This design comes from an exercise in tuning for small area on the open sky130 flow, not from production work. At most, simulation tests tie the RTL to the original design; equivalence was not proved. Only the layout flow was run in run 4; the RTL was not checked for function there. Power and IR drop assume default switching activity.

==> flow/design.v <==
module game(clk, movement, row, col, state, start, reset, matrix, head_row, head_col, fout, ones, tens);
    input clk;
    input start, reset;
    input [3:0] movement;
    output [7:0] row;
    output reg [7:0] col;
    output reg [2:0] head_row, head_col;
    output reg [63:0] matrix;
    output [2:0] state;
    output reg fout;
    output reg [7:0] ones, tens;
    localparam [63:0] HAPPY = 64'h0018244200666600;
    localparam [63:0] SAD   = 64'h0042241800666600;
    localparam [63:0] FIRST = 64'h000000000E000000;  
    reg run, over;               
    reg [2:0] rc;                
    reg [7:0] cnt;
    reg [2:0] st;                
    reg [3:0] so;                
    reg dv, dax, dsg;            
    reg [2:0] ai;                
    reg [1:0] q [0:30];          
    reg [2:0] er, ec;            
    reg [2:0] pr, pc;            
    reg [2:0] wc;                
    reg cov;                     
    reg stp, grw, wrp, sta;      
    integer i;
    assign state = {over, run, ~run & ~over};
    assign row = 8'd1 << rc;
    wire tick = (cnt == 8'd1) & ~fout;
    reg [2:0] ar, ac;
    always @(*) begin
        case (ai)
            3'd0: begin ar = 3'd0; ac = 3'd4; end
            3'd1: begin ar = 3'd4; ac = 3'd1; end
            3'd2: begin ar = 3'd1; ac = 3'd5; end
            3'd3: begin ar = 3'd5; ac = 3'd2; end
            3'd4: begin ar = 3'd2; ac = 3'd6; end
            3'd5: begin ar = 3'd6; ac = 3'd3; end
            3'd6: begin ar = 3'd3; ac = 3'd0; end
            default: begin ar = 3'd3; ac = 3'd6; end
        endcase
    end
    function [63:0] acell(input [2:0] a);
        begin
            acell = 64'd0;
            case (a)
                3'd0: acell[8*0+4] = 1'b1;
                3'd1: acell[8*4+1] = 1'b1;
                3'd2: acell[8*1+5] = 1'b1;
                3'd3: acell[8*5+2] = 1'b1;
                3'd4: acell[8*2+6] = 1'b1;
                3'd5: acell[8*6+3] = 1'b1;
                3'd6: acell[8*3+0] = 1'b1;
                default: acell[8*3+6] = 1'b1;
            endcase
        end
    endfunction
    wire [63:0] ap = acell(ai);
    wire [63:0] apprev = acell(ai == 3'd0 ? 3'd6 : ai - 3'd1);
    wire eat = run & (head_row == ar) & (head_col == ac);
    wire grow = eat & (st < 3'd3);
    wire wrap = eat & (st == 3'd6) & (so == 4'd3);
    reg can;
    always @(*) begin
        if (!dax) can = dsg ? (head_row != 3'd7) : (head_row != 3'd0);
        else      can = dsg ? (head_col != 3'd7) : (head_col != 3'd0);
    end
    wire step = run & tick & dv & can;
    wire begin_game = ~run & tick & start;
    function [2:0] pm1(input [2:0] v, input m);    
        pm1 = {v[2] ^ ((v[0] ^ m) & (v[1] ^ m)), v[1] ^ (v[0] ^ m), ~v[0]};
    endfunction
    wire [5:0] wsel = {wc == 3'd5, wc == 3'd4, wc == 3'd3, wc == 3'd2, wc == 3'd1, wc == 3'd0};
    wire [4:0] smin = (st >= 3'd3) ? 5'd30 : (((st == 3'd1) ? 5'd10 : (st == 3'd2) ? 5'd20 : 5'd0) + {1'b0, so});
    reg [5:0] base;
    always @(*) begin
        case (wc)
            3'd0: base = 6'd0; 3'd1: base = 6'd6; 3'd2: base = 6'd12; 3'd3: base = 6'd18;
            3'd4: base = 6'd24; 3'd5: base = 6'd30; default: base = 6'd36;
        endcase
    end
    wire [6:0] left = {2'b0, smin} + {6'd0, wrp} + 7'd1 - {1'b0, base};
    reg [2:0] wr [0:6];
    reg [2:0] wcl [0:6];
    reg [1:0] lk;
    reg hit;
    integer k, c;
    always @(*) begin
        wr[0] = pr; wcl[0] = pc;
        hit = 1'b0;
        for (k = 0; k < 6; k = k + 1) begin
            lk = 2'd0;
            for (c = 0; c < 6; c = c + 1)
                if (6*c + k < 31) lk = lk | ({2{wsel[c]}} & q[6*c + k]);
            wr[k+1] = wr[k]; wcl[k+1] = wcl[k];
            if (!left[6] && left[5:0] > k) begin
                if (!lk[1]) wr[k+1] = pm1(wr[k], lk[0]);
                else        wcl[k+1] = pm1(wcl[k], lk[0]);
            end
            if (wr[k] == 3'd0 && wcl[k] == 3'd0) hit = 1'b1;
        end
    end
    function [63:0] onecell(input [2:0] r, input [2:0] c);
        begin
            onecell = 64'd0;
            onecell[{r, c}] = 1'b1;
        end
    endfunction
    wire [2:0] ra = wrp ? wr[1] : head_row;
    wire [2:0] ca = wrp ? wcl[1] : head_col;
    wire [2:0] rb = wrp ? wr[2] : er;
    wire [2:0] cb = wrp ? wcl[2] : ec;
    wire nr = ~reset;
    wire hold = nr & run & ~(sta | wrp);
    wire [7:0] rowa = (8'd1 << ra) & {8{nr & (stp | wrp)}};
    wire [7:0] cola = 8'd1 << ca;
    wire [7:0] rowbs = (8'd1 << rb) & {8{nr & (grw | wrp)}};
    wire [7:0] rowbc = (8'd1 << rb) & {8{stp & ~cov}};
    wire [7:0] colb = 8'd1 << cb;
    wire xhappy = reset | (~run & ~over);
    wire xsad = nr & ~run & over;
    wire [63:0] xbits = (HAPPY & {64{xhappy}}) | (SAD & {64{xsad}}) | (FIRST & {64{nr & sta}}) |
                        (ap & {64{nr & run}}) | (apprev & {64{nr & wrp}});
    reg [63:0] mnext;
    always @(*) begin
        for (k = 0; k < 64; k = k + 1)
            mnext[k] = (matrix[k] & hold & ~(rowbc[k/8] & colb[k%8])) | (rowbs[k/8] & colb[k%8]) |
                       (rowa[k/8] & cola[k%8]) | xbits[k];
    end
    wire mone = (movement == 4'd1) | (movement == 4'd2) | (movement == 4'd4) | (movement == 4'd8);
    wire max = movement[2] | movement[3];
    wire msg = movement[1] | movement[3];
    wire rev = dv & mone & (max == dax) & (msg != dsg);
    always @(posedge clk) matrix <= mnext;
    always @(posedge clk) begin
        if (reset) begin
            run <= 1'b0; over <= 1'b0;
            cnt <= 8'd128; fout <= 1'b0;
            st <= 3'd0; so <= 4'd0; dv <= 1'b0; ai <= 3'd7;
            head_row <= 3'd3; head_col <= 3'd3;
            rc <= 3'd0; col <= 8'd0;
            stp <= 1'b0; grw <= 1'b0; wrp <= 1'b0; sta <= 1'b0;
        end else begin
            if (cnt == 8'd1) begin
                fout <= ~fout;
                cnt <= reload(st, so);
            end else
                cnt <= cnt - 8'd1;
            rc <= rc - 3'd1;
            col <= ({8{row[0]}} & matrix[7:0]) | ({8{row[1]}} & matrix[15:8]) |
                   ({8{row[2]}} & matrix[23:16]) | ({8{row[3]}} & matrix[31:24]) |
                   ({8{row[4]}} & matrix[39:32]) | ({8{row[5]}} & matrix[47:40]) |
                   ({8{row[6]}} & matrix[55:48]) | ({8{row[7]}} & matrix[63:56]);
            stp <= step; grw <= grow; wrp <= wrap; sta <= begin_game;
            if (run) begin
                if (movement != 4'd0 && !rev) begin
                    dv <= mone; dax <= max; dsg <= msg;
                end
                if (eat) begin
                    if (wrap) begin
                        st <= 3'd0; so <= 4'd0;
                    end else if (so == 4'd9) begin
                        st <= st + 3'd1; so <= 4'd0;
                    end else
                        so <= so + 4'd1;
                    ai <= (ai == 3'd7) ? 3'd3 : (ai == 3'd6) ? 3'd0 : ai + 3'd1;
                end
                if (tick && dv) begin
                    if (can) begin
                        if (!dax) head_row <= dsg ? head_row + 3'd1 : head_row - 3'd1;
                        else      head_col <= dsg ? head_col + 3'd1 : head_col - 3'd1;
                    end else begin
                        run <= 1'b0; over <= 1'b1;
                    end
                end
            end else begin
                if (over) begin st <= 3'd0; so <= 4'd0; dv <= 1'b0; end
                if (tick && start) begin
                    run <= 1'b1; over <= 1'b0;
                    head_row <= 3'd3; head_col <= 3'd3;
                end
            end
        end
    end
    reg [2:0] xr, xc;
    always @(*) begin
        if (wrp) begin
            xr = wr[2]; xc = wcl[2];
        end else if (stp && wrap) begin
            xr = 3'd0; xc = 3'd0;
        end else if (stp && !grow) begin
            xr = er + pr; xc = ec + pc;
        end else begin
            xr = er; xc = ec;
        end
    end
    always @(posedge clk) begin
        if (step) begin
            q[0] <= {dax, dsg};
            for (i = 1; i < 31; i = i + 1) q[i] <= q[i-1];
        end else if (begin_game) begin
            q[0] <= 2'b11; q[1] <= 2'b11;    
        end
        if (begin_game) begin
            er <= 3'd3; ec <= 3'd1;
        end else if (stp || sta || wrp) begin
            er <= xr; ec <= xc;
        end
        if (stp || sta || wrp) begin
            pr <= head_row - xr; pc <= head_col - xc;
            wc <= 3'd0;
        end else begin
            pr <= wr[6]; pc <= wcl[6];
            if (wc != 3'd6) wc <= wc + 3'd1;
            cov <= (wc == 3'd0 ? 1'b0 : cov) | hit;
        end
    end
    function [7:0] reload(input [2:0] t, input [3:0] o);
        reg [7:0] ta;
        reg [5:0] ob;
        begin
            case (t)
                3'd0: ta = 8'd128; 3'd1: ta = 8'd78; 3'd2: ta = 8'd28; 3'd3: ta = 8'd234;
                3'd4: ta = 8'd184; 3'd5: ta = 8'd134; 3'd6: ta = 8'd84; default: ta = 8'd34;
            endcase
            ob = {o, 2'b00} + {2'b00, o};
            reload = ta - {2'b00, ob};
        end
    endfunction
    localparam [79:0] SEG = 80'h90_80_F8_82_92_99_B0_A4_F9_C0;
    function [7:0] seg(input [3:0] d);
        seg = SEG[8*d +: 8];
    endfunction
    always @(*) begin
        ones = seg(so);
        tens = seg({1'b0, st});
    end
endmodule
==> flow/flow/run.sh <==
#!/bin/bash
# Layout flow: the standard flow (standard.sh) with two changes.
#  1. Synthesis maps the combinational logic for area (flow/synth_area.tcl):
#     the registers are those of the standard synthesis, which runs first and
#     is compared with; if they differ, the standard netlist is used.
#  2. The port buffers are buf_1 cells.
#  3. Clock tree synthesis adds no dummy loads.
# Each step writes its full output to a log file here.
set -u
W=$(pwd)
R=$W/orfs/results/sky130hd/game/base

bash standard.sh synth > log_synth_standard.log 2>&1 || exit 1
cp "$R/1_2_yosys.v" "$W/netlist_standard.v"

MAKECMD=$(grep '^make ' standard.sh | sed "s|SYNTH_SCRIPT=[^ ]*|SYNTH_SCRIPT=$W/flow/synth_area.tcl|; s|\"\${@:-finish}\"||")
rm -f "$R/1_2_yosys.v" "$R/1_synth.odb" "$R/1_synth.sdc"
if eval "$MAKECMD synth" > log_synth_area.log 2>&1; then
  regs() { grep -oE '^ *sky130_fd_sc_hd__[a-z]*df[a-z]*_[0-9]+ +[^ ]+' "$1" | sed 's/_[0-9]* / /' | sort; }
  if [[ "$(regs "$W/netlist_standard.v")" == "$(regs "$R/1_2_yosys.v")" ]]; then
    echo "area synthesis: registers match the standard synthesis" > log_synth_check.log
  else
    echo "area synthesis: registers differ; using the standard netlist" > log_synth_check.log
    rm -f "$R/1_synth.odb" "$R/1_synth.sdc"
    cp "$W/netlist_standard.v" "$R/1_2_yosys.v"
    eval "$MAKECMD synth" >> log_synth_check.log 2>&1 || exit 1
  fi
else
  echo "area synthesis failed; using the standard netlist" > log_synth_check.log
  rm -f "$R/1_synth.odb" "$R/1_synth.sdc"
  cp "$W/netlist_standard.v" "$R/1_2_yosys.v"
  eval "$MAKECMD synth" >> log_synth_check.log 2>&1 || exit 1
fi

export BUFFER_PORTS_ARGS="-buffer_cell sky130_fd_sc_hd__buf_1"
export CTS_ARGS="-sink_clustering_enable -repair_clock_nets -buf_list {sky130_fd_sc_hd__clkbuf_4 sky130_fd_sc_hd__clkbuf_8} -sink_clustering_size 8 -sink_clustering_max_diameter 40 -dont_use_dummy_load"
bash standard.sh > log_layout.log 2>&1
==> flow/flow/area.abc <==
strash
ifraig
dc2
dch -f
amap
==> flow/flow/synth_area.tcl <==
# synth_recipe.tcl (the standard synthesis) with two changes that only touch the
# combinational logic: no full-adder extraction, and ABC maps with the
# area-oriented script in area.abc instead of ORFS's speed script.
proc synth {args} { yosys synth -nofsm -noshare {*}$args }
proc extract_fa {args} {}
set ::area_abc_script [file join [file dirname [file normalize [info script]]] area.abc]
proc abc {args} {
  set i [lsearch -exact $args -script]
  if {$i >= 0} { set args [lreplace $args [expr {$i + 1}] [expr {$i + 1}] $::area_abc_script] }
  yosys abc {*}$args
}
source $::env(SCRIPTS_DIR)/synth.tcl
# left out here: clear keep_hierarchy, flatten, clean up, hide names made inside functions, write 1_2_yosys.v
==> flow/standard.sh <==
#!/bin/bash
# synth_recipe.tcl (not shown) runs the flow's synth.tcl, then flattens the netlist and writes it again
# the make line also repeats each setting of config.mk as NAME=value (left out here)
make -C /OpenROAD-flow-scripts/flow DESIGN_CONFIG=/design/flow/config.mk WORK_HOME=/design/flow/orfs CLKGATE_MAP_FILE= SYNTH_SCRIPT=/design/flow/synth_recipe.tcl "${@:-finish}"
==> flow/config.mk <==
export PLATFORM = sky130hd
export DESIGN_NAME = game
export DESIGN_NICKNAME = game
export VERILOG_FILES = /design/flow/design.v
export SDC_FILE = /design/flow/constraint.sdc
export NUM_CORES = 8
export LEC_CHECK = 0
export CAP_MARGIN = 20
export CORE_MARGIN = 2
export CORE_UTILIZATION = 60
export CTS_BUF_LIST = sky130_fd_sc_hd__clkbuf_8
export SLEW_MARGIN = 20
==> flow/constraint.sdc <==
create_clock -name core_clock -period 10.0 [get_ports {clk}]
set_input_delay 2.0000 -clock core_clock [delete_from_list [all_inputs] [get_ports {clk}]]
set_output_delay 2.0000 -clock core_clock [all_outputs]
set_load 0.01 [all_outputs]
==> results.env, run 1 <==
TIMING_WORST_SETUP_PATH_TYPE='flip-flop to flip-flop'
TIMING.CRITICAL_PATH.ARRIVAL_PS=8320
CPMOSTUSEDCELL='o21ai_0'
SYNTH_WARNINGS=4
FIRST_PASS_GRT_WIRE_LENGTH_UM=47700
MIN_PERIOD_PS=7960
CTS.REPORTEDPATHS.CLKPINSLEW_PS=100
MAXUSEDROUTINGLAYER='met4'
ACHIEVABLE-FREQUENCY_MHz=126
INITIAL_ANTENNA_VIOLATION_COUNT=0
CRITICAL_PATH_S_SLOWEST_CELL='or3_1'
YOSYS_REGISTER_BITS=187
DETAIL_ROUTE.WL_PER_CELL_UM=19.9
DIE-WIDTH_UM=131
HOLD_VIOL=0
WIRELENGTH_MET1_UM=12800
MIN_PERIOD_OVER_PERIOD_PCT=79.6
CRITICAL_PATH.MAX_FANOUT=9
MOSTFREQUENTLAYOUTCELLS='nor2_1 (207), dfxtp_1 (122), clkinv_1 (120)'
CRITPATHLAUNCHTYPE='flip-flop'
DRC=0
R2R-END='matrix[45]'
CTS_INSERTED_BUFFERS=17
STATIC_POWER_DUE_TO_LEAKAGE_nW=3.33
RUN_STATUS='timing/DRC/antenna clean'
FINAL_NET_COUNT=1307
CTS_HOLD_REPAIR.BUFFERS=0
ROUTE.DETAILED.VIAS_PER_INST=6.63
PORT_BUFFERS=111
NUM_IO_PINS=113
SETUP-VIOLATIONS-FINAL=0
NUM_VIAS=10000
SWITCHING_POWER_mW=1.00
REPORT.FINAL.SLEW_VIOL_COUNT=0
GRT_REMAINING_OVERFLOW=0
SYNTHFLOPTYPE='dfxtp_1'
REG2REG_FROM='st[1]'
CLOCK_SINKS=187
SEQ_POWER_SHARE_PCT=37.5
FIRSTDRTPASSITERS=8
DRT-INITIAL-DRC-COUNT=1184
DRTANTENNAVIOLNETS=0
POSTCTSSETUPREPAIRBUFS=0
CLK_SKEW_PS=36.5
COREAREA_MM2=0.0159
GRT_USE_TOTAL_PCT=34.4
WORST_PATH_LARGEST_CELL_DELAY_PS=560
WL_MET3_UM=3200
CTS.PATH.MAX_BUFFERS=2
CLOCK_LATENCY_PS=470
IR_DROP_WORST_CASE_VDD_mV=0.275
MIN_DELAY_PATH_CLASS='flip-flop to flip-flop'
FIRST_GLOBAL_VIAS=9034
CRITICAL_PATH.ENDPOINT='matrix[45]'
TIGHTEST_SLEW_PS=951
POST_SYNTH_INST_COUNT=1160
DIE_Y_UM=131
SEQ_AREA_FRAC_SYNTH_PCT=45.1
GRT_MAX_DEGREE=65
DETAILROUTE.WIRELENGTH.MET2_UM=13400
SW_FRAC_OF_TOTAL_PCT=43.4
SYNTH_TOP_CELL_BY_AREA='dfxtp_1'
REG2REGPATHDEPTH=34
ANTENNA_DIODE_COUNT=0
CP.REQUIRED_PS=10360
POST_ROUTE_CELLS_DRIVE_ABOVE_1_SHARE_PCT=2.62
CP-STARTPOINT='st[1]'
POWER.INTERNAL_mW=1.30
ROWS=46
PART_OF_THE_TOTAL_POWER_DISSIPATED_IN_THE_CLOCK_NETWORK_PCT=16.6
CTS-RESIZED-GATES=0
SHARE_COMB_OF_TOTAL_POWER_PCT=45.8
FP.DIEAREA_MM2=0.0173
GRT_SETUP_UNREPAIRED='false'
CRIT_PATH_END_KIND='flip-flop'
MOSTFREQUENTLAYOUTCELL='nor2_1'
EFFECTIVE_UTILIZATION_AT_FLOORPLAN_PCT=61.3
POST-SYNTH-TOP-AREA-FRACTION_PCT=25.1
HOLD_WS_PS=430
FILL_CELLS=1368
POWERDENSITY_mW_PER_MM2=214
YOSYS-TOP-CELLS-AREA='dfxtp_1 (25%), edfxtp_1 (20%), nor2_1 (8.0%), o221ai_1 (5.6%), clkinv_1 (4.6%)'
FF2FF_SETUP_SLACK_PS=2040
SYNTHDISTINCTLIBCELLS=46
SYNTH_ASYNC_SR_FLOP_SHARE_PCT=0
FINALWIRELENGTH_UM=30200
ROUTABILITYCONGESTION=1.05
TRITONCTS='built'
FINALSETUPTNS_PS=0
POSTSYNTHAREAPERCELL_UM2=8.40
SYNTH_AREA_MM2=0.00974
AREA_GROWTH_PCT=10.4
SYNTH-EDFF-COUNT=65
DP.FINAL_HPWL_UM=21800
SLEW_HEADROOM_PCT=36.4
CAP_VIOL_MAX_COUNT=0
ROOT_BUFFER_CELL='clkbuf_8'
CTS_HTREE_LEVELS=4
[critical path, delay by kind of cell, from the launching register on]
kind,cells,cell delay (ps)
compound gates,16,4090
simple gates,11,2170
buf+inv,7,1170
flops,1,460
[cell usage after synthesis, types with 4 or more instances]
cell type  count
a211oi_1      15
a21oi_1       71
a221oi_1       9
a222oi_1      27
a22oi_1       26
a311o_1        7
a31o_1         4
a31oi_1       11
clkinv_1     120
dfxtp_1      122
edfxtp_1      65
nand2_1       87
nand3_1       12
nand4_1        4
nor2_1       208
nor2b_1       10
nor3_1        26
nor4_1        10
o211ai_1      54
o21a_1         6
o21ai_0       64
o221ai_1      62
o22ai_1       43
or2_0         22
or3_1         37
[flip-flops by register name (all words and copies together) (netlist names), 4 cells and up]
register,flops
matrix,64
col,8
so,4
q,62
cnt,8
[worst min-delay path by stage]
stage             start       end  cells after the start
2_1_floorplan     rc[0]     rc[0]                      1
3_5_place_dp   q[18][1]  q[19][1]                      0
4_1_cts         q[9][0]  q[10][0]                      0
5_1_grt         q[9][0]  q[10][0]                      0
3_3_place_gp   q[11][1]  q[12][1]                      0
6_report        q[9][0]  q[10][0]                      0
[power groups by stage]
stage	clock network (mW)	logic, mW	registers (mW)
3_3_place_gp	0	1.00	0.880
2_1_floorplan	0	0.783	0.871
4_1_cts	0.386	1.03	0.863
5_1_grt	0.416	1.20	0.869
3_5_place_dp	0	1.02	0.880
6_report	0.384	1.06	0.864
[per-stage QoR]
step	setup slack (ps)	utilization, %	power [mW]	area, um^2	std cells
final	2040	67.7	2.30	10800	1514
after global routing	1010	67.7	2.48	10800	1514
after CTS	2240	67.7	2.28	10800	1514
after detailed placement	2330	66.3	1.90	10500	1497
after global placement	2590	66.3	1.88	10500	1497
after floorplan	3390	-	1.65	9740	1160
[routing by layer]
| metal | track usage [%] | up-vias |
|---|---|---|
| met5 | 0 | - |
| met4 | 10.8 | 0 |
| met3 | 7.48 | 56 |
| met2 | 53.4 | 556 |
| met1 | 48.3 | 4693 |
| li1 | - | 4734 |
[final cells by class]
class                   instances  area [um^2]  area share, %
inverters                     120          450           4.19
multi-input cells             850         4890           45.5
flip-flops and latches        187         4390           40.8
repair buffers                124          515           4.79
well taps                     216          270           2.51
clock buffers                  17          234           2.17
[logic make-up (layout without fill, tap and decap cells)]
kind of cell | count (synthesis) | in the layout | synth area share, %
simple gates | 422 | 422 | 19.1
flops | 187 | 187 | 45.1
other cells | 1 | 1 | 0.0385
xor+xnor | 2 | 2 | 0.180
compound gates | 425 | 425 | 30.8
buf+inv | 123 | 261 | 4.85
==> inputs of run 2 (changes only) <==
--- a/flow/flow/run.sh
+++ b/flow/flow/run.sh
@@ -33,5 +33,5 @@
 fi
 
 export BUFFER_PORTS_ARGS="-buffer_cell sky130_fd_sc_hd__buf_1"
-export CTS_ARGS="-sink_clustering_enable -repair_clock_nets -buf_list {sky130_fd_sc_hd__clkbuf_4 sky130_fd_sc_hd__clkbuf_8} -sink_clustering_size 8 -sink_clustering_max_diameter 40 -dont_use_dummy_load"
+export CTS_ARGS="-sink_clustering_enable -repair_clock_nets -buf_list sky130_fd_sc_hd__clkbuf_8 -dont_use_dummy_load"
 bash standard.sh > log_layout.log 2>&1
--- a/flow/config.mk
+++ b/flow/config.mk
@@ -9,4 +9,5 @@
 export CORE_MARGIN = 2
 export CORE_UTILIZATION = 60
 export CTS_BUF_LIST = sky130_fd_sc_hd__clkbuf_8
+export GPL_TIMING_DRIVEN = 0
 export SLEW_MARGIN = 20
==> run 2 against run 1 <==
Effect of this change: still clean on timing, DRC and antenna; utilization is 0.68 points higher; maximum frequency is 9.3% lower; clock skew is 3.2 ps higher; total power hardly changed; flip-flop and latch count stayed put; highest routed layer unchanged; sequential share of layout area is 0.40 points lower; largest power group unchanged; final cell count is 0.13% higher.
==> results.env, run 2 <==
RUN_STATUS='timing/DRC/antenna clean'  # unchanged
POWERDENSITY_mW_PER_MM2=212  # was 214 mW/mm^2
DIE-WIDTH_UM=131  # unchanged
SYNTH_TOP_CELL_BY_AREA='dfxtp_1'  # unchanged
DRC=0  # unchanged
POSTCTSSETUPREPAIRBUFS=0  # unchanged
SYNTH_WARNINGS=4  # unchanged
IR_DROP_WORST_CASE_VDD_mV=0.204  # was 0.275 mV
CRIT_PATH_END_KIND='flip-flop'  # unchanged
COREAREA_MM2=0.0159  # unchanged
GRT_REMAINING_OVERFLOW=0  # unchanged
NUM_IO_PINS=113  # unchanged
DP_WORST_SETUP_SLACK_PS=1530  # was 2330 ps
EFFECTIVE_UTILIZATION_AT_FLOORPLAN_PCT=61.3  # unchanged
POST_ROUTE_CELLS_DRIVE_ABOVE_1_SHARE_PCT=3.23  # was 2.62%
DETAIL_ROUTE.WL_PER_CELL_UM=19.6  # was 19.9 um
FINALSETUPTNS_PS=0  # unchanged
FP.DIEAREA_MM2=0.0173  # unchanged
FINALWIRELENGTH_UM=29700  # was 30,200 um
YOSYS-TOP-CELLS-AREA='dfxtp_1 (25%), edfxtp_1 (20%), nor2_1 (8.0%), o221ai_1 (5.6%), clkinv_1 (4.6%)'  # unchanged
ROOT_BUFFER_CELL='clkbuf_8'  # unchanged
POST_SYNTH_INST_COUNT=1160  # unchanged
DRTANTENNAVIOLNETS=0  # unchanged
ROUTABILITYCONGESTION=0.934  # was 1.05
CPMOSTUSEDCELL='o21ai_0'  # unchanged
CRITICAL_PATH.MAX_FANOUT=9  # unchanged
SYNTH_AREA_MM2=0.00974  # unchanged
WORST_PATH_LARGEST_CELL_DELAY_PS=650  # was 560 ps
AREA_GROWTH_PCT=11.5  # was 10.4%
FIRSTDRTPASSITERS=6  # was 8
SEQ_AREA_FRAC_SYNTH_PCT=45.1  # unchanged
FIRST_PASS_GRT_WIRE_LENGTH_UM=46700  # was 47,700 um
CRITICAL_PATH_S_SLOWEST_CELL='or3_1'  # unchanged
PORT_BUFFERS=111  # unchanged
YOSYSMOSTFREQUENTCELL='nor2_1'  # unchanged
MIN_PERIOD_PS=8780  # was 7960 ps
DP.FINAL_HPWL_UM=21800  # about the same
TIMING_WORST_SETUP_PATH_TYPE='flip-flop to flip-flop'  # unchanged
FIRST_GLOBAL_VIAS=8778  # was 9,034
ACHIEVABLE-FREQUENCY_MHz=114  # was 126 MHz
LAYOUT_TOP_REGISTERS='matrix: 64 flops, q: 62 flops'  # unchanged
CTS_HOLD_REPAIR.BUFFERS=0  # unchanged
ROWS=46  # unchanged
REGISTERS.TOP_BY_FF_COUNT='matrix'  # unchanged
CTS-RESIZED-GATES=0  # unchanged
TIGHTEST_SLEW_PS=1090  # was 951 ps
SYNTHFLOPTYPE='dfxtp_1'  # unchanged
MIN_PERIOD_OVER_PERIOD_PCT=87.8  # was 79.6%
FINALWORSTSETUPSLACK_PS=1220  # was 2040 ps
SYNTH-EDFF-COUNT=65  # unchanged
CTS_INSERTED_BUFFERS=17  # unchanged
HOLD_VIOL=0  # unchanged
TIMING.CRITICAL_PATH.ARRIVAL_PS=9140  # was 8320 ps
SEQUENTIAL_CELL_AREA_MM2=0.00439  # unchanged
MIN_DELAY_PATH_CLASS='flip-flop to flip-flop'  # unchanged
CLK_SKEW_PS=39.7  # was 36.5 ps
FINAL_NET_COUNT=1309  # was 1,307
DIE_Y_UM=131  # unchanged
SYNTHDISTINCTLIBCELLS=46  # unchanged
DRT-INITIAL-DRC-COUNT=1308  # was 1,184
REPORT.FINAL.SLEW_VIOL_COUNT=0  # unchanged
YOSYS_REGISTER_BITS=187  # unchanged
NUM_VIAS=10000  # about the same
CTS_HTREE_LEVELS=4  # unchanged
SETUP-VIOLATIONS-FINAL=0  # unchanged
CP.REQUIRED_PS=10360  # about the same
GRT_USE_TOTAL_PCT=33.8  # was 34.4%
MOSTFREQUENTLAYOUTCELLS='nor2_1 (206), dfxtp_1 (122), clkinv_1 (120)'  # was nor2_1 (207), dfxtp_1 (122), clkinv_1 (120)
FILL_CELLS=1384  # was 1,368
POSTSYNTHAREAPERCELL_UM2=8.40  # unchanged
LARGEST_REGISTER_FFS=64  # unchanged
SYNTH_ASYNC_SR_FLOP_SHARE_PCT=0  # unchanged
CAP_VIOL_MAX_COUNT=0  # unchanged
MULTI_INPUT_GATE_AREA_MM2=0.00492  # was 0.00489 mm^2
POST-SYNTH-TOP-AREA-FRACTION_PCT=25.1  # unchanged
POST-ROUTE-UTIL_PCT=68.4  # was 67.7%
SLEW_HEADROOM_PCT=27.1  # was 36.4%
GRT_SETUP_UNREPAIRED='false'  # unchanged
GRT_MAX_DEGREE=32  # was 65
MOSTFREQUENTLAYOUTCELL='nor2_1'  # unchanged
CLOCK_SINKS=187  # unchanged
INITIAL_ANTENNA_VIOLATION_COUNT=0  # unchanged
STATIC_POWER_DUE_TO_LEAKAGE_nW=3.36  # was 3.33 nW
ROUTE.DETAILED.VIAS_PER_INST=6.61  # was 6.63
SYNTH.TOP_CELLS.BY_COUNT='nor2_1 (208), dfxtp_1 (122), clkinv_1 (120)'  # unchanged
CTS.REPORTEDPATHS.CLKPINSLEW_PS=90  # was 100 ps
TRITONCTS='built'  # unchanged
HOLD_PATH_DEPTH=0  # unchanged
CTS.PATH.MAX_BUFFERS=2  # unchanged
CLOCK_LATENCY_PS=490  # was 470 ps
REG2REGPATHDEPTH=34  # unchanged
CRITPATHLAUNCHTYPE='flip-flop'  # unchanged
ANTENNA_DIODE_COUNT=0  # unchanged
run 2: cell counts after synthesis:
No cell type changed its count.
run 2: final cells by class:
type	instances	share of cell area [%]
Timing Repair Buffer	123	5.26
Clock buffer	17	2.15
Buffer	3	0.207
Sequential cell	187	40.4
Multi-Input combinational cell	850	45.3
Tap cell	216	2.49
Inverter	120	4.15
run 2: metal layers:
layer  vias to the layer above  part of all wire, %  GRT usage [%]
met5                         -                    0              0
met4                         0                  2.4           12.4
li1                       4756                    -              -
met1                      4613                   43           48.5
met2                       587                   44           50.8
met3                        70                   11           6.75
run 2: worst paths after layout:
| kind | from | end | slack [ps] |
|---|---|---|---|
| worst max-delay path | st[1] | matrix[45] | 1220 |
| worst min-delay path | q[6][0] | q[7][0] | 440 |
| worst max register to register | st[1] | matrix[45] | 1220 |
| worst min register to register | q[6][0] | q[7][0] | 440 |
run 2: worst max-delay path, delay by kind of cell (launching register included):
| kind | cells | cell delay, ps |
|---|---|---|
| AOI/OAI and AO/OA | 16 | 4610 |
| and+or+nand+nor | 11 | 2340 |
| DFF | 1 | 450 |
| buffers and inverters | 7 | 1280 |
run 2: cell families after synthesis:
kind of cell	synth area share [%]
buf+inv	4.85
simple gates	19.1
xor+xnor	0.180
flops	45.1
other cells	0.0385
compound gates	30.8
run 2: power by group:
part           total (mW)  switching [mW]  internal (mW)
combinational        1.05           0.724          0.326
clock               0.388           0.238          0.151
sequential          0.865          0.0381          0.826
run 2: stage by stage:
step,hold slack [ps],std cells,instance area (um^2),power [mW]
after floorplan,417,1160,9740,1.65
after CTS,431,1516,10900,2.28
after global placement,428,1487,10400,1.87
after detailed placement,434,1499,10600,1.90
final,441,1516,10900,2.30
after global routing,434,1516,10900,2.47
==> inputs of run 3 (changes only) <==
--- a/flow/config.mk
+++ b/flow/config.mk
@@ -9,5 +9,4 @@
 export CORE_MARGIN = 2
 export CORE_UTILIZATION = 60
 export CTS_BUF_LIST = sky130_fd_sc_hd__clkbuf_8
-export GPL_TIMING_DRIVEN = 0
 export SLEW_MARGIN = 20
==> run 3 against run 2 <==
Effect of this change: wire length rose by 1.7%; worst setup slack gained 820 ps; first-iteration DRC count decreased by 9.5%; critical path type unchanged; still clean on timing, DRC and antenna; non-clock buffer count shrank 2; final cell count decreased by 0.13%; highest routed layer unchanged; largest power group unchanged; combinational power about the same; flip-flop and latch count did not move; global-route usage up 0.61 points; utilization is 0.68 points lower; clock skew fell by 3.2 ps; total power is essentially flat; synthesized area did not move.
==> results.env, run 3 <==
RUN_STATUS='timing/DRC/antenna clean'  # unchanged
CTS-RESIZED-GATES=0  # unchanged
SYNTH_WARNINGS=4  # unchanged
DP.FINAL_HPWL_UM=21800  # about the same
FILL_CELLS=1368  # was 1,384
CLOCK_SINKS=187  # unchanged
STATIC_POWER_DUE_TO_LEAKAGE_nW=3.33  # was 3.36 nW
POST_SYNTH_INST_COUNT=1160  # unchanged
FIRSTDRTPASSITERS=8  # was 6
NUM_IO_PINS=113  # unchanged
CPMOSTUSEDCELL='o21ai_0'  # unchanged
HOLD_WS_PS=430  # was 441 ps
GRT_MAX_DEGREE=65  # was 32
CRIT_PATH_END_KIND='flip-flop'  # unchanged
AREA_GROWTH_PCT=10.4  # was 11.5%
CRITICAL_PATH.MAX_FANOUT=9  # unchanged
CTS.PATH.MAX_BUFFERS=2  # unchanged
YOSYS_REGISTER_BITS=187  # unchanged
MIN_DELAY_PATH_CLASS='flip-flop to flip-flop'  # unchanged
ROWS=46  # unchanged
PORT_BUFFERS=111  # unchanged
CRITICAL_PATH_S_SLOWEST_CELL='or3_1'  # unchanged
MOSTFREQUENTLAYOUTCELLS='nor2_1 (207), dfxtp_1 (122), clkinv_1 (120)'  # was nor2_1 (206), dfxtp_1 (122), clkinv_1 (120)
GRT_SETUP_UNREPAIRED='false'  # unchanged
MIN_PERIOD_PS=7960  # was 8780 ps
DRT-INITIAL-DRC-COUNT=1184  # was 1,308
COREAREA_MM2=0.0159  # unchanged
SYNTHDISTINCTLIBCELLS=46  # unchanged
ACHIEVABLE-FREQUENCY_MHz=126  # was 114 MHz
TRITONCTS='built'  # unchanged
CRITICAL-PATH-TOP-DELAY-FAMILY='compound AO/OA/AOI/OAI gates'  # unchanged
FINAL_NET_COUNT=1307  # was 1,309
SETUP-VIOLATIONS-FINAL=0  # unchanged
REGISTERS.TOP_BY_FF_COUNT='matrix'  # unchanged
POSTSYNTHAREAPERCELL_UM2=8.40  # unchanged
CAP_VIOL_MAX_COUNT=0  # unchanged
SEQ_AREA_FRAC_SYNTH_PCT=45.1  # unchanged
DIE_Y_UM=131  # unchanged
YOSYSMOSTFREQUENTCELL='nor2_1'  # unchanged
POSTCTSSETUPREPAIRBUFS=0  # unchanged
GRT_REMAINING_OVERFLOW=0  # unchanged
MOSTFREQUENTLAYOUTCELL='nor2_1'  # unchanged
SYNTH_AREA_MM2=0.00974  # unchanged
SYNTH.TOP_CELLS.BY_COUNT='nor2_1 (208), dfxtp_1 (122), clkinv_1 (120)'  # unchanged
HOLD_VIOL=0  # unchanged
CRITPATHLAUNCHTYPE='flip-flop'  # unchanged
POST_ROUTE_CELLS_DRIVE_ABOVE_1_SHARE_PCT=2.62  # was 3.23%
NUM_VIAS=10000  # about the same
FP.DIEAREA_MM2=0.0173  # unchanged
SYNTH_TOP_CELL_BY_AREA='dfxtp_1'  # unchanged
CLK_SKEW_PS=36.5  # was 39.7 ps
FF2FF_SETUP_SLACK_PS=2040  # was 1220 ps
DRC=0  # unchanged
FIRST_PASS_GRT_WIRE_LENGTH_UM=47700  # was 46,700 um
YOSYS-TOP-CELLS-AREA='dfxtp_1 (25%), edfxtp_1 (20%), nor2_1 (8.0%), o221ai_1 (5.6%), clkinv_1 (4.6%)'  # unchanged
INITIAL_ANTENNA_VIOLATION_COUNT=0  # unchanged
MIN_PERIOD_OVER_PERIOD_PCT=79.6  # was 87.8%
POWERDENSITY_mW_PER_MM2=214  # was 212 mW/mm^2
WORST_PATH_LARGEST_CELL_DELAY_PS=560  # was 650 ps
SYNTH_ASYNC_SR_FLOP_SHARE_PCT=0  # unchanged
SEQUENTIAL_CELL_AREA_MM2=0.00439  # unchanged
FIRST_GLOBAL_VIAS=9034  # was 8,778
CP.REQUIRED_PS=10360  # about the same
GRT_USE_TOTAL_PCT=34.4  # was 33.8%
TIGHTEST_SLEW_PS=951  # was 1090 ps
ROUTE.DETAILED.VIAS_PER_INST=6.63  # was 6.61
ANTENNA_DIODE_COUNT=0  # unchanged
FINALWIRELENGTH_UM=30200  # was 29,700 um
CLOCK_LATENCY_PS=470  # was 490 ps
IR_DROP_WORST_CASE_VDD_mV=0.275  # was 0.204 mV
CTS.REPORTEDPATHS.CLKPINSLEW_PS=100  # was 90 ps
DIE-WIDTH_UM=131  # unchanged
SYNTH-EDFF-COUNT=65  # unchanged
LARGEST_REGISTER_FFS=64  # unchanged
POST-SYNTH-TOP-AREA-FRACTION_PCT=25.1  # unchanged
FINALSETUPTNS_PS=0  # unchanged
SYNTHFLOPTYPE='dfxtp_1'  # unchanged
EFFECTIVE_UTILIZATION_AT_FLOORPLAN_PCT=61.3  # unchanged
DETAIL_ROUTE.WL_PER_CELL_UM=19.9  # was 19.6 um
TIMING_WORST_SETUP_PATH_TYPE='flip-flop to flip-flop'  # unchanged
CTS_INSERTED_BUFFERS=17  # unchanged
CTS_HOLD_REPAIR.BUFFERS=0  # unchanged
LAYOUT_TOP_REGISTERS='matrix: 64 flops, q: 62 flops'  # unchanged
CTS_HTREE_LEVELS=4  # unchanged
MULTI_INPUT_GATE_AREA_MM2=0.00489  # was 0.00492 mm^2
ROUTABILITYCONGESTION=1.05  # was 0.934
ROOT_BUFFER_CELL='clkbuf_8'  # unchanged
DRTANTENNAVIOLNETS=0  # unchanged
TIMING.CRITICAL_PATH.ARRIVAL_PS=8320  # was 9140 ps
WORST-PATH-BUF-INV=7  # unchanged
REPORT.FINAL.SLEW_VIOL_COUNT=0  # unchanged
SLEW_HEADROOM_PCT=36.4  # was 27.1%
run 3: cell counts after synthesis:
Identical to the previous run, type by type.
run 3: final timing paths:
path                              endpoint  cells past startpoint     from
worst max-delay path            matrix[45]                     34    st[1]
worst min-delay path              q[10][0]                      0  q[9][0]
worst max register to register  matrix[45]                     34    st[1]
worst min register to register    q[10][0]                      0  q[9][0]
run 3: worst register-to-register path: cells and delay by family (launching register included):
family / cells / cell delay, ps
simple gates: 11 / 2170
compound gates: 16 / 4090
flops: 1 / 460
buf+inv: 7 / 1170
run 3: where the power goes:
| part | internal, mW | total [mW] | switching [mW] |
|---|---|---|---|
| sequential | 0.827 | 0.864 | 0.0377 |
| clock | 0.151 | 0.384 | 0.233 |
| combinational | 0.327 | 1.06 | 0.729 |
| total | 1.30 | 2.30 | 1.00 |
run 3: final cells by class:
class,count,area share [%]
multi-input cells,850,45.5
flip-flops and latches,187,40.8
repair buffers,124,4.79
inverters,120,4.19
well taps,216,2.51
clock buffers,17,2.17
run 3: per-layer routing:
metal | wire, um | part of all wire [%] | track usage [%]
met2 | 13400 | 45 | 53.4
met3 | 3200 | 11 | 7.48
met5 | 0 | 0 | 0
met4 | 668 | 2.2 | 10.8
met1 | 12800 | 43 | 48.3
run 3: stage by stage:
| stage | setup WS, ps | utilization [%] | cell area, um^2 | instances | power [mW] |
|---|---|---|---|---|---|
| 3_3_place_gp | 2590 | 66.3 | 10500 | 1497 | 1.88 |
| 2_1_floorplan | 3390 | - | 9740 | 1160 | 1.65 |
| 3_5_place_dp | 2330 | 66.3 | 10500 | 1497 | 1.90 |
| 4_1_cts | 2240 | 67.7 | 10800 | 1514 | 2.28 |
| 6_report | 2040 | 67.7 | 10800 | 1514 | 2.30 |
| 5_1_grt | 1010 | 67.7 | 10800 | 1514 | 2.48 |
run 3: kinds of logic (layout without fill, tap and decap cells):
kind of cell,count (synthesis),count (layout),share of synthesized area [%]
compound gates,425,425,30.8
simple gates,422,422,19.1
flops,187,187,45.1
buf+inv,123,261,4.85
xor+xnor,2,2,0.180
other cells,1,1,0.0385
==> inputs of run 4 (changes only) <==
--- a/flow/design.v
+++ b/flow/design.v
@@ -15,8 +15,7 @@
     reg run, over;               
     reg [2:0] rc;                
     reg [7:0] cnt;
-    reg [2:0] st;                
-    reg [3:0] so;                
+    reg [5:0] score;
     reg dv, dax, dsg;            
     reg [2:0] ai;                
     reg [1:0] q [0:30];          
@@ -60,8 +59,8 @@
     wire [63:0] ap = acell(ai);
     wire [63:0] apprev = acell(ai == 3'd0 ? 3'd6 : ai - 3'd1);
     wire eat = run & (head_row == ar) & (head_col == ac);
-    wire grow = eat & (st < 3'd3);
-    wire wrap = eat & (st == 3'd6) & (so == 4'd3);
+    wire grow = eat & (score < 6'd30);
+    wire wrap = eat & (score == 6'd63);
     reg can;
     always @(*) begin
         if (!dax) can = dsg ? (head_row != 3'd7) : (head_row != 3'd0);
@@ -73,7 +72,7 @@
         pm1 = {v[2] ^ ((v[0] ^ m) & (v[1] ^ m)), v[1] ^ (v[0] ^ m), ~v[0]};
     endfunction
     wire [5:0] wsel = {wc == 3'd5, wc == 3'd4, wc == 3'd3, wc == 3'd2, wc == 3'd1, wc == 3'd0};
-    wire [4:0] smin = (st >= 3'd3) ? 5'd30 : (((st == 3'd1) ? 5'd10 : (st == 3'd2) ? 5'd20 : 5'd0) + {1'b0, so});
+    wire [4:0] smin = (score >= 6'd30) ? 5'd30 : score[4:0];
     reg [5:0] base;
     always @(*) begin
         case (wc)
@@ -138,14 +137,14 @@
         if (reset) begin
             run <= 1'b0; over <= 1'b0;
             cnt <= 8'd128; fout <= 1'b0;
-            st <= 3'd0; so <= 4'd0; dv <= 1'b0; ai <= 3'd7;
+            score <= 6'd0; dv <= 1'b0; ai <= 3'd7;
             head_row <= 3'd3; head_col <= 3'd3;
             rc <= 3'd0; col <= 8'd0;
             stp <= 1'b0; grw <= 1'b0; wrp <= 1'b0; sta <= 1'b0;
         end else begin
             if (cnt == 8'd1) begin
                 fout <= ~fout;
-                cnt <= reload(st, so);
+                cnt <= 8'd128 - {score, 2'b00} - {2'b00, score};
             end else
                 cnt <= cnt - 8'd1;
             rc <= rc - 3'd1;
@@ -159,12 +158,7 @@
                     dv <= mone; dax <= max; dsg <= msg;
                 end
                 if (eat) begin
-                    if (wrap) begin
-                        st <= 3'd0; so <= 4'd0;
-                    end else if (so == 4'd9) begin
-                        st <= st + 3'd1; so <= 4'd0;
-                    end else
-                        so <= so + 4'd1;
+                    score <= score + 6'd1;
                     ai <= (ai == 3'd7) ? 3'd3 : (ai == 3'd6) ? 3'd0 : ai + 3'd1;
                 end
                 if (tick && dv) begin
@@ -176,7 +170,7 @@
                     end
                 end
             end else begin
-                if (over) begin st <= 3'd0; so <= 4'd0; dv <= 1'b0; end
+                if (over) begin score <= 6'd0; dv <= 1'b0; end
                 if (tick && start) begin
                     run <= 1'b1; over <= 1'b0;
                     head_row <= 3'd3; head_col <= 3'd3;
@@ -201,7 +195,7 @@
             q[0] <= {dax, dsg};
             for (i = 1; i < 31; i = i + 1) q[i] <= q[i-1];
         end else if (begin_game) begin
-            q[0] <= 2'b11; q[1] <= 2'b11;    
+            q[0] <= 2'b11;                   
         end
         if (begin_game) begin
             er <= 3'd3; ec <= 3'd1;
@@ -234,7 +228,7 @@
         seg = SEG[8*d +: 8];
     endfunction
     always @(*) begin
-        ones = seg(so);
-        tens = seg({1'b0, st});
+        ones = seg(score % 10);
+        tens = seg(score / 10);
     end
 endmodule
==> run 4 against run 3 <==
Effect of this change: wire length is 1.9% higher; sequential share of layout area is 0.16 points higher; die area fell by 1.1%; design area fell by 0.85%; register-to-register slack better by 790 ps; maximum frequency up 11%; count of clock-buffer cells in the layout did not move; via count is essentially flat.
==> results.env, run 4 <==
RUN_STATUS='timing/DRC/antenna clean'  # unchanged
EFFECTIVE_UTILIZATION_AT_FLOORPLAN_PCT=61.1  # was 61.3%
REPORT.FINAL.SLEW_VIOL_COUNT=0  # unchanged
REGISTERS.TOP_BY_FF_COUNT='matrix'  # unchanged
POSTCTSSETUPREPAIRBUFS=0  # unchanged
ROWS=46  # unchanged
LAYOUT_TOP_REGISTERS='matrix: 64 flops, q: 62 flops'  # unchanged
IR_DROP_WORST_CASE_VDD_mV=0.221  # was 0.275 mV
POST_ROUTE_CELLS_DRIVE_ABOVE_1_SHARE_PCT=3.02  # was 2.62%
YOSYS-TOP-CELLS-AREA='dfxtp_1 (25%), edfxtp_1 (20%), nor2_1 (8.7%), o221ai_1 (5.8%), clkinv_1 (4.8%)'  # was dfxtp_1 (25%), edfxtp_1 (20%), nor2_1 (8.0%), o221ai_1 (5.6%), clkinv_1 (4.6%)
SYNTH_ASYNC_SR_FLOP_SHARE_PCT=0  # unchanged
CRIT_PATH_END_KIND='flip-flop'  # unchanged
FP.DIEAREA_MM2=0.0171  # was 0.0173 mm^2
ROOT_BUFFER_CELL='clkbuf_8'  # unchanged
TIMING.CRITICAL_PATH.ARRIVAL_PS=7560  # was 8320 ps
CRITICAL_PATH_S_SLOWEST_CELL='dfxtp_1'  # was or3_1
CTS_HTREE_LEVELS=4  # unchanged
CLK_SKEW_PS=33.8  # was 36.5 ps
DRTANTENNAVIOLNETS=0  # unchanged
CAP_VIOL_MAX_COUNT=0  # unchanged
CTS_HOLD_REPAIR.BUFFERS=0  # unchanged
DETAIL_ROUTE.WL_PER_CELL_UM=20.4  # was 19.9 um
POSTSYNTHAREAPERCELL_UM2=8.38  # was 8.40 um^2
SYNTH-EDFF-COUNT=65  # unchanged
YOSYSMOSTFREQUENTCELL='nor2_1'  # unchanged
FIRST_GLOBAL_VIAS=8526  # was 9,034
AREA_GROWTH_PCT=10.8  # was 10.4%
COREAREA_MM2=0.0158  # was 0.0159 mm^2
SYNTH_WARNINGS=4  # unchanged
FINALSETUPTNS_PS=0  # unchanged
MIN_PERIOD_OVER_PERIOD_PCT=71.8  # was 79.6%
FIRSTDRTPASSITERS=8  # unchanged
POST_SYNTH_INST_COUNT=1149  # was 1,160
SYNTHDISTINCTLIBCELLS=45  # was 46
CLOCK_SINKS=186  # was 187
MIN_PERIOD_PS=7180  # was 7960 ps
CTS.PATH.MAX_BUFFERS=2  # unchanged
POWERDENSITY_mW_PER_MM2=210  # was 214 mW/mm^2
INITIAL_ANTENNA_VIOLATION_COUNT=0  # unchanged
ACHIEVABLE-FREQUENCY_MHz=139  # was 126 MHz
ROUTE.DETAILED.VIAS_PER_INST=6.67  # was 6.63
SEQ_AREA_FRAC_SYNTH_PCT=45.4  # was 45.1%
GRT_SETUP_UNREPAIRED='false'  # unchanged
YOSYS_REGISTER_BITS=186  # was 187
SLEW_HEADROOM_PCT=35.4  # was 36.4%
LARGEST_REGISTER_FFS=64  # unchanged
GRT_REMAINING_OVERFLOW=0  # unchanged
SETUP-VIOLATIONS-FINAL=0  # unchanged
CTS.REPORTEDPATHS.CLKPINSLEW_PS=100  # about the same
DP.FINAL_HPWL_UM=22100  # was 21,800 um
MOSTFREQUENTLAYOUTCELL='nor2_1'  # unchanged
TRITONCTS='built'  # unchanged
DRC=0  # unchanged
TIGHTEST_SLEW_PS=961  # was 951 ps
CTS-RESIZED-GATES=0  # unchanged
TIMING_WORST_SETUP_PATH_TYPE='flip-flop to flip-flop'  # unchanged
SYNTH_AREA_MM2=0.00963  # was 0.00974 mm^2
SYNTH_TOP_CELL_BY_AREA='dfxtp_1'  # unchanged
SYNTHFLOPTYPE='dfxtp_1'  # unchanged
PORT_BUFFERS=110  # was 111
NUM_VIAS=10000  # about the same
FIRST_PASS_GRT_WIRE_LENGTH_UM=47000  # was 47,700 um
NUM_IO_PINS=113  # unchanged
DIE_Y_UM=131  # about the same
GRT_MAX_DEGREE=65  # unchanged
ROUTABILITYCONGESTION=0.943  # was 1.05
DESIGN_POWER_TOTAL_mW=2.24  # was 2.30 mW
CRITICAL_PATH.MAX_FANOUT=7  # was 9
HOLD_VIOL=0  # unchanged
DIE-WIDTH_UM=131  # about the same
DRT-INITIAL-DRC-COUNT=1443  # was 1,184
WORST_PATH_LARGEST_CELL_DELAY_PS=450  # was 560 ps
CP.REQUIRED_PS=10390  # was 10,360 ps
MIN_DELAY_PATH_CLASS='flip-flop to flip-flop'  # unchanged
CRITPATHLAUNCHTYPE='flip-flop'  # unchanged
CTS_INSERTED_BUFFERS=17  # unchanged
SYNTH.TOP_CELLS.BY_COUNT='nor2_1 (223), clkinv_1 (122), dfxtp_1 (121)'  # was nor2_1 (208), dfxtp_1 (122), clkinv_1 (120)
POST-SYNTH-TOP-AREA-FRACTION_PCT=25.2  # was 25.1%
FINAL_NET_COUNT=1299  # was 1,307
MOSTFREQUENTLAYOUTCELLS='nor2_1 (223), clkinv_1 (122), dfxtp_1 (121)'  # was nor2_1 (207), dfxtp_1 (122), clkinv_1 (120)
GRT_USE_TOTAL_PCT=36.2  # was 34.4%
FINALWIRELENGTH_UM=30800  # was 30,200 um
CLOCK_LATENCY_PS=470  # about the same
STATIC_POWER_DUE_TO_LEAKAGE_nW=3.33  # about the same
ANTENNA_DIODE_COUNT=0  # unchanged
## run 4: changes by cell type after synthesis, sizes merged, moves of 5 or more
| cell | before | now |
|---|---|---|
| o22ai | 43 | 32 |
| o211ai | 54 | 48 |
| nand2 | 87 | 79 |
| o21ai | 64 | 69 |
| nand3 | 12 | 19 |
| o21a | 6 | 12 |
| a21oi | 71 | 62 |
| nor2 | 208 | 223 |
## run 4: through the flow
step                cells  utilization, %  instance area [um^2]  hold slack [ps]  setup slack (ps)
floorplan            1150               -                  9630              417              2300
global placement     1489            66.1                 10400              428              3290
detailed placement   1489            66.1                 10400              432              3020
CTS                  1506            67.6                 10700              430              2980
global route         1506            67.6                 10700              436              1880
finish               1506            67.6                 10700              433              2820
## run 4: power breakdown
| group | internal [mW] | leakage [nW] | switching [mW] |
|---|---|---|---|
| Sequential | 0.821 | 1.58 | 0.0363 |
| Clock | 0.151 | 0.122 | 0.236 |
| Combinational | 0.310 | 1.63 | 0.689 |
## run 4: cell families (layout without fill, tap and decap cells)
logic type,after synthesis,after routing,synth area share (%)
compound gates,406,406,30.0
flops,186,186,45.4
xor+xnor,2,2,0.182
other cells,1,2,0.0389
simple gates,427,427,19.3
buf+inv,127,267,5.11
## run 4: worst max-delay path: cells and delay by family (launching register included)
family	cells	cell delay (ps)
AO/OA/AOI/OAI	15	3240
buffers and inverters	7	1230
flip-flops	1	450
AND/OR/NAND/NOR	15	2200
## run 4: area by class of cell
cell class                      count  area (um^2)
Clock buffer                       17          234
Fill cell                        1366         5100
Inverter                          122          458
Multi-Input combinational cell    837         4780
Sequential cell                   186         4370
Tap cell                          216          270
Timing Repair Buffer              128          549
## run 4: worst paths after layout
path	startpoint	endpoint	slack, ps	cells past startpoint
worst max-delay path	score[1]	pc[2]	2820	37
worst min-delay path	q[27][0]	q[28][0]	430	0
worst max register to register	score[1]	pc[2]	2820	37
worst min register to register	q[27][0]	q[28][0]	430	0
## run 4: metal layers
layer / global-route usage [%] / share of wire [%] / vias up
met3: 8.22 / 11 / 75
met2: 52.0 / 43 / 639
met5: 0 / 0 / -
met4: 13.8 / 3.3 / 0
li1: - / - / 4674
met1: 53.2 / 42 / 4655
==> inputs of run 5 (changes only) <==
--- a/flow/design.v
+++ b/flow/design.v
@@ -14,7 +14,7 @@
     localparam [63:0] FIRST = 64'h000000000E000000;  
     reg run, over;               
     reg [2:0] rc;                
-    reg [7:0] cnt;
+    reg [7:0] cnt;               
     reg [5:0] score;
     reg dv, dax, dsg;            
     reg [2:0] ai;                
@@ -27,7 +27,7 @@
     integer i;
     assign state = {over, run, ~run & ~over};
     assign row = 8'd1 << rc;
-    wire tick = (cnt == 8'd1) & ~fout;
+    wire tick = (cnt == 8'd127) & ~fout;
     reg [2:0] ar, ac;
     always @(*) begin
         case (ai)
@@ -136,17 +136,17 @@
     always @(posedge clk) begin
         if (reset) begin
             run <= 1'b0; over <= 1'b0;
-            cnt <= 8'd128; fout <= 1'b0;
+            cnt <= 8'd0; fout <= 1'b0;
             score <= 6'd0; dv <= 1'b0; ai <= 3'd7;
             head_row <= 3'd3; head_col <= 3'd3;
             rc <= 3'd0; col <= 8'd0;
             stp <= 1'b0; grw <= 1'b0; wrp <= 1'b0; sta <= 1'b0;
         end else begin
-            if (cnt == 8'd1) begin
+            if (cnt == 8'd127) begin
                 fout <= ~fout;
-                cnt <= 8'd128 - {score, 2'b00} - {2'b00, score};
+                cnt <= {score, 2'b00} + {2'b00, score};
             end else
-                cnt <= cnt - 8'd1;
+                cnt <= cnt + 8'd1;
             rc <= rc - 3'd1;
             col <= ({8{row[0]}} & matrix[7:0]) | ({8{row[1]}} & matrix[15:8]) |
                    ({8{row[2]}} & matrix[23:16]) | ({8{row[3]}} & matrix[31:24]) |
@@ -211,18 +211,6 @@
             cov <= (wc == 3'd0 ? 1'b0 : cov) | hit;
         end
     end
-    function [7:0] reload(input [2:0] t, input [3:0] o);
-        reg [7:0] ta;
-        reg [5:0] ob;
-        begin
-            case (t)
-                3'd0: ta = 8'd128; 3'd1: ta = 8'd78; 3'd2: ta = 8'd28; 3'd3: ta = 8'd234;
-                3'd4: ta = 8'd184; 3'd5: ta = 8'd134; 3'd6: ta = 8'd84; default: ta = 8'd34;
-            endcase
-            ob = {o, 2'b00} + {2'b00, o};
-            reload = ta - {2'b00, ob};
-        end
-    endfunction
     localparam [79:0] SEG = 80'h90_80_F8_82_92_99_B0_A4_F9_C0;
     function [7:0] seg(input [3:0] d);
         seg = SEG[8*d +: 8];
==> flow/flow/area.abc (replaced) <==
strash
ifraig
dc2
dch -f
amap -F 20 -A 40 -m
==> run 5 against run 4 <==
Effect of this change: clock skew increased by 18 ps; sequential share of layout area increased by 0.43 points; die area decreased by 1.2%; count of clock-buffer cells in the layout unchanged; utilization decreased by 0.46 points; sequential power decreased by 2%; critical path depth decreased by 3; global-route usage decreased by 1.4 points; via count decreased by 3.0%; worst setup slack got worse by 470 ps; highest routed layer unchanged.
==> results.env, run 5 <==
RUN_STATUS='timing/DRC/antenna clean'  # unchanged
SYNTH_TOP_CELL_BY_AREA='dfxtp_1'  # unchanged
PORT_BUFFERS=110  # unchanged
POWERDENSITY_mW_PER_MM2=191  # was 210 mW/mm^2
POST_ROUTE_CELLS_DRIVE_ABOVE_1_SHARE_PCT=3.11  # was 3.02%
DP_WORST_SETUP_SLACK_PS=2540  # was 3020 ps
POSTPLACECELLAREA_MM2=0.0103  # was 0.0104 mm^2
SETUP-VIOLATIONS-FINAL=0  # unchanged
LARGEST_REGISTER_FFS=64  # unchanged
CRITPATHLAUNCHTYPE='flip-flop'  # unchanged
ROOT_BUFFER_CELL='clkbuf_8'  # unchanged
NUM_VIAS=9746  # was 10,000
CTS.REPORTEDPATHS.CLKPINSLEW_PS=110  # was 100 ps
NUM_IO_PINS=113  # unchanged
DIE_Y_UM=130  # was 131 um
TIMING.CRITICAL_PATH.ARRIVAL_PS=7990  # was 7560 ps
INITIAL_ANTENNA_VIOLATION_COUNT=0  # unchanged
SYNTHDISTINCTLIBCELLS=50  # was 45
FIRST_PASS_GRT_WIRE_LENGTH_UM=45000  # was 47,000 um
FINAL_NET_COUNT=1262  # was 1,299
CLOCK_LATENCY_PS=490  # was 470 ps
POST-SYNTH-TOP-AREA-FRACTION_PCT=25.5  # was 25.2%
GRT_USE_TOTAL_PCT=34.7  # was 36.2%
ANTENNA_DIODE_COUNT=0  # unchanged
SYNTH_TOP_FAMILY_BY_AREA='compound AO/OA/AOI/OAI gates'  # unchanged
FINALWORSTSETUPSLACK_PS=2360  # was 2820 ps
SYNTH_WARNINGS=4  # unchanged
MIN_PERIOD_OVER_PERIOD_PCT=76.4  # was 71.8%
CRIT_PATH_END_KIND='flip-flop'  # unchanged
MIN_DELAY_PATH_CLASS='flip-flop to flip-flop'  # unchanged
GRT_REMAINING_OVERFLOW=0  # unchanged
POSTCTSSETUPREPAIRBUFS=0  # unchanged
SYNTH-EDFF-COUNT=65  # unchanged
ACHIEVABLE-FREQUENCY_MHz=131  # was 139 MHz
MOSTFREQUENTLAYOUTCELLS='nor2_1 (172), dfxtp_1 (121), clkinv_1 (113)'  # was nor2_1 (223), clkinv_1 (122), dfxtp_1 (121)
YOSYS-TOP-CELLS-AREA='dfxtp_1 (25%), edfxtp_1 (21%), nor2_1 (6.8%), o221ai_1 (5.1%), clkinv_1 (4.5%)'  # was dfxtp_1 (25%), edfxtp_1 (20%), nor2_1 (8.7%), o221ai_1 (5.8%), clkinv_1 (4.8%)
TIGHTEST_SLEW_PS=974  # was 961 ps
CAP_VIOL_MAX_COUNT=0  # unchanged
REPORT.FINAL.SLEW_VIOL_COUNT=0  # unchanged
SYNTHADDERAREAFRAC_PCT=0  # unchanged
LAYOUT_TOP_REGISTERS='matrix: 64 flops, q: 62 flops'  # unchanged
CTS_HTREE_LEVELS=4  # unchanged
SYNTH_COMPOUND_GATE_AREA_SHARE_PCT=32.4  # was 30.0%
CP.REQUIRED_PS=10350  # was 10,390 ps
SYNTH_ASYNC_SR_FLOP_SHARE_PCT=0  # unchanged
FP.DIEAREA_MM2=0.0169  # was 0.0171 mm^2
GRT_MAX_DEGREE=63  # was 65
IR_DROP_WORST_CASE_VDD_mV=0.124  # was 0.221 mV
FIRSTDRTPASSITERS=8  # unchanged
WORST_PATH_LARGEST_CELL_DELAY_PS=590  # was 450 ps
CTS_INSERTED_BUFFERS=17  # unchanged
SLEW_HEADROOM_PCT=34.7  # was 35.4%
COREAREA_MM2=0.0157  # was 0.0158 mm^2
DETAIL_ROUTE.WL_PER_CELL_UM=20.2  # was 20.4 um
EFFECTIVE_UTILIZATION_AT_FLOORPLAN_PCT=60.6  # was 61.1%
CPMOSTUSEDCELL='nor2_1'
DP.FINAL_HPWL_UM=21300  # was 22,100 um
FINALWIRELENGTH_UM=29700  # was 30,800 um
CTS_HOLD_REPAIR.BUFFERS=0  # unchanged
ROUTE.DETAILED.VIAS_PER_INST=6.63  # was 6.67
CRITICAL_PATH_S_SLOWEST_CELL='or3_1'  # was dfxtp_1
MIN_PERIOD_PS=7640  # was 7180 ps
REGISTERS.TOP_BY_FF_COUNT='matrix'  # unchanged
CTS-RESIZED-GATES=0  # unchanged
SYNTHFLOPTYPE='dfxtp_1'  # unchanged
GRT_SETUP_UNREPAIRED='false'  # unchanged
SEQ_AREA_FRAC_SYNTH_PCT=46.0  # was 45.4%
POSTSYNTHAREAPERCELL_UM2=8.56  # was 8.38 um^2
SYNTH.MUX.AREA_FRACTION_PCT=0  # unchanged
DIE-WIDTH_UM=130  # was 131 um
FIRST_GLOBAL_VIAS=8177  # was 8,526
SYNTH_AREA_MM2=0.00952  # was 0.00963 mm^2
MOSTFREQUENTLAYOUTCELL='nor2_1'  # unchanged
POSTLAYOUTCELLAREA_MM2=0.0106  # was 0.0107 mm^2
TRITONCTS='built'  # unchanged
AREA_GROWTH_PCT=10.9  # was 10.8%
SYNTHXORXNORAREAFRAC_PCT=0.0920  # was 0.182%
YOSYSMOSTFREQUENTCELL='nor2_1'  # unchanged
SYNTH.TOP_CELLS.BY_COUNT='nor2_1 (173), dfxtp_1 (121), clkinv_1 (113)'  # was nor2_1 (223), clkinv_1 (122), dfxtp_1 (121)
CLK_SKEW_PS=51.7  # was 33.8 ps
ROWS=46  # unchanged
YOSYS_REGISTER_BITS=186  # unchanged
POST_SYNTH_INST_COUNT=1112  # was 1,149
HOLD_VIOL=0  # unchanged
ROUTABILITYCONGESTION=1.00  # was 0.943
CRITICAL_PATH.MAX_FANOUT=9  # was 7
DRC=0  # unchanged
DRTANTENNAVIOLNETS=0  # unchanged
POST_SYNTH_AND_OR_NAND_NOR_AREA_FRACTION_PCT=16.7  # was 19.3%
CLOCK_SINKS=186  # unchanged
FINALSETUPTNS_PS=0  # unchanged
DRT-INITIAL-DRC-COUNT=1451  # was 1,443
STATIC_POWER_DUE_TO_LEAKAGE_nW=3.35  # was 3.33 nW
TIMING_WORST_SETUP_PATH_TYPE='flip-flop to flip-flop'  # unchanged
CTS.PATH.MAX_BUFFERS=2  # unchanged
run 5: cell types whose count changed after synthesis, moves of 9 or more:
| cell | previous run | this run |
|---|---|---|
| o22ai_1 | 32 | 51 |
| a21oi_1 | 62 | 75 |
| a22oi_1 | 23 | 33 |
| clkinv_1 | 122 | 113 |
| or3_1 | 34 | 20 |
| o21ai_0 | 69 | 79 |
| nand2_1 | 79 | 69 |
| nor2_1 | 223 | 173 |
| o221ai_1 | 64 | 55 |
| a211oi_1 | 15 | 5 |
run 5: metrics by stage:
stage               total power [mW]  instances  utilization, %  hold WS [ps]
floorplan                       1.42       1113               -           425
global route                    2.14       1469            67.2           455
detailed placement              1.63       1452            65.7           435
global placement                1.63       1452            65.7           430
finish                          2.02       1469            67.2           438
CTS                             2.00       1469            67.2           440
run 5: per-layer routing:
layer,routed length [um],share of wire [%],track usage [%],vias up
met3,3330,11,8.73,58
met2,12600,42,48.8,566
met5,0,0,0,-
li1,-,-,-,4593
met1,13000,44,52.0,4529
met4,738,2.5,11.9,0
run 5: layout make-up:
class	count	area [um^2]
Inverter	113	424
Timing Repair Buffer	128	549
Fill cell	1343	5160
Sequential cell	186	4370
Clock buffer	17	234
Multi-Input combinational cell	809	4700
Tap cell	216	270
run 5: power by group:
group	total, mW	switching (mW)	internal [mW]
clock network	0.380	0.230	0.150
logic	0.794	0.555	0.239
registers	0.844	0.0349	0.809
total	2.02	0.819	1.20
run 5: cells by family (layout without fill, tap and decap cells):
group / Yosys count / count (layout)
AND/OR/NAND/NOR: 361 / 361
AO/OA/AOI/OAI: 445 / 445
other: 1 / 2
buffers and inverters: 118 / 258
XOR/XNOR: 1 / 1
flip-flops: 186 / 186
run 5: worst max-delay path: cells and delay by family, from the launching register on:
kind / cells / cell delay (ps)
compound gates: 12 / 3250
simple gates: 18 / 2940
buf+inv: 4 / 840
flops: 1 / 480
run 5: final timing paths:
| check | from | cells after the start | slack [ps] | endpoint |
|---|---|---|---|---|
| max reg2reg | score[1] | 34 | 2360 | matrix[25] |
| min | q[28][1] | 0 | 440 | q[29][1] |
| min reg2reg | q[28][1] | 0 | 440 | q[29][1] |
| max | score[1] | 34 | 2360 | matrix[25] |

-- afterwards: timing with drivers on the ports --
The flow's constraints put no driver on any port. The routed layouts listed below were extracted and timed again, unchanged, in two steps.
Step 1, drivers: a clkbuf_16 drives clk and a buf_2 each remaining input, both assumed.
Step 2 times the ports against the registers' clock, not the clock port: input delays grow and output delays shrink by t, the midpoint of the rising clock arrivals with the driver on.
Three values: ideal, step 1, step 2; two values: the first two.
| run | shift t [ns] | setup WS [ns] | hold slack, ns |
|---|---|---|---|
| run 1 | 0.494 | 2.036 / 2.036 / 2.036 | 0.430 / 0.430 / 0.430 |
| run 2 | 0.508 | 1.217 / 1.217 / 1.217 | 0.441 / 0.441 / 0.441 |
| run 3 | 0.494 | 2.036 / 2.036 / 2.036 | 0.430 / 0.430 / 0.430 |
| run 4 | 0.495 | 2.825 / 2.825 / 2.825 | 0.433 / 0.433 / 0.433 |
| run 5 | 0.501 | 2.358 / 2.358 / 2.358 | 0.438 / 0.438 / 0.438 |
After both steps every run listed still meets setup and hold.
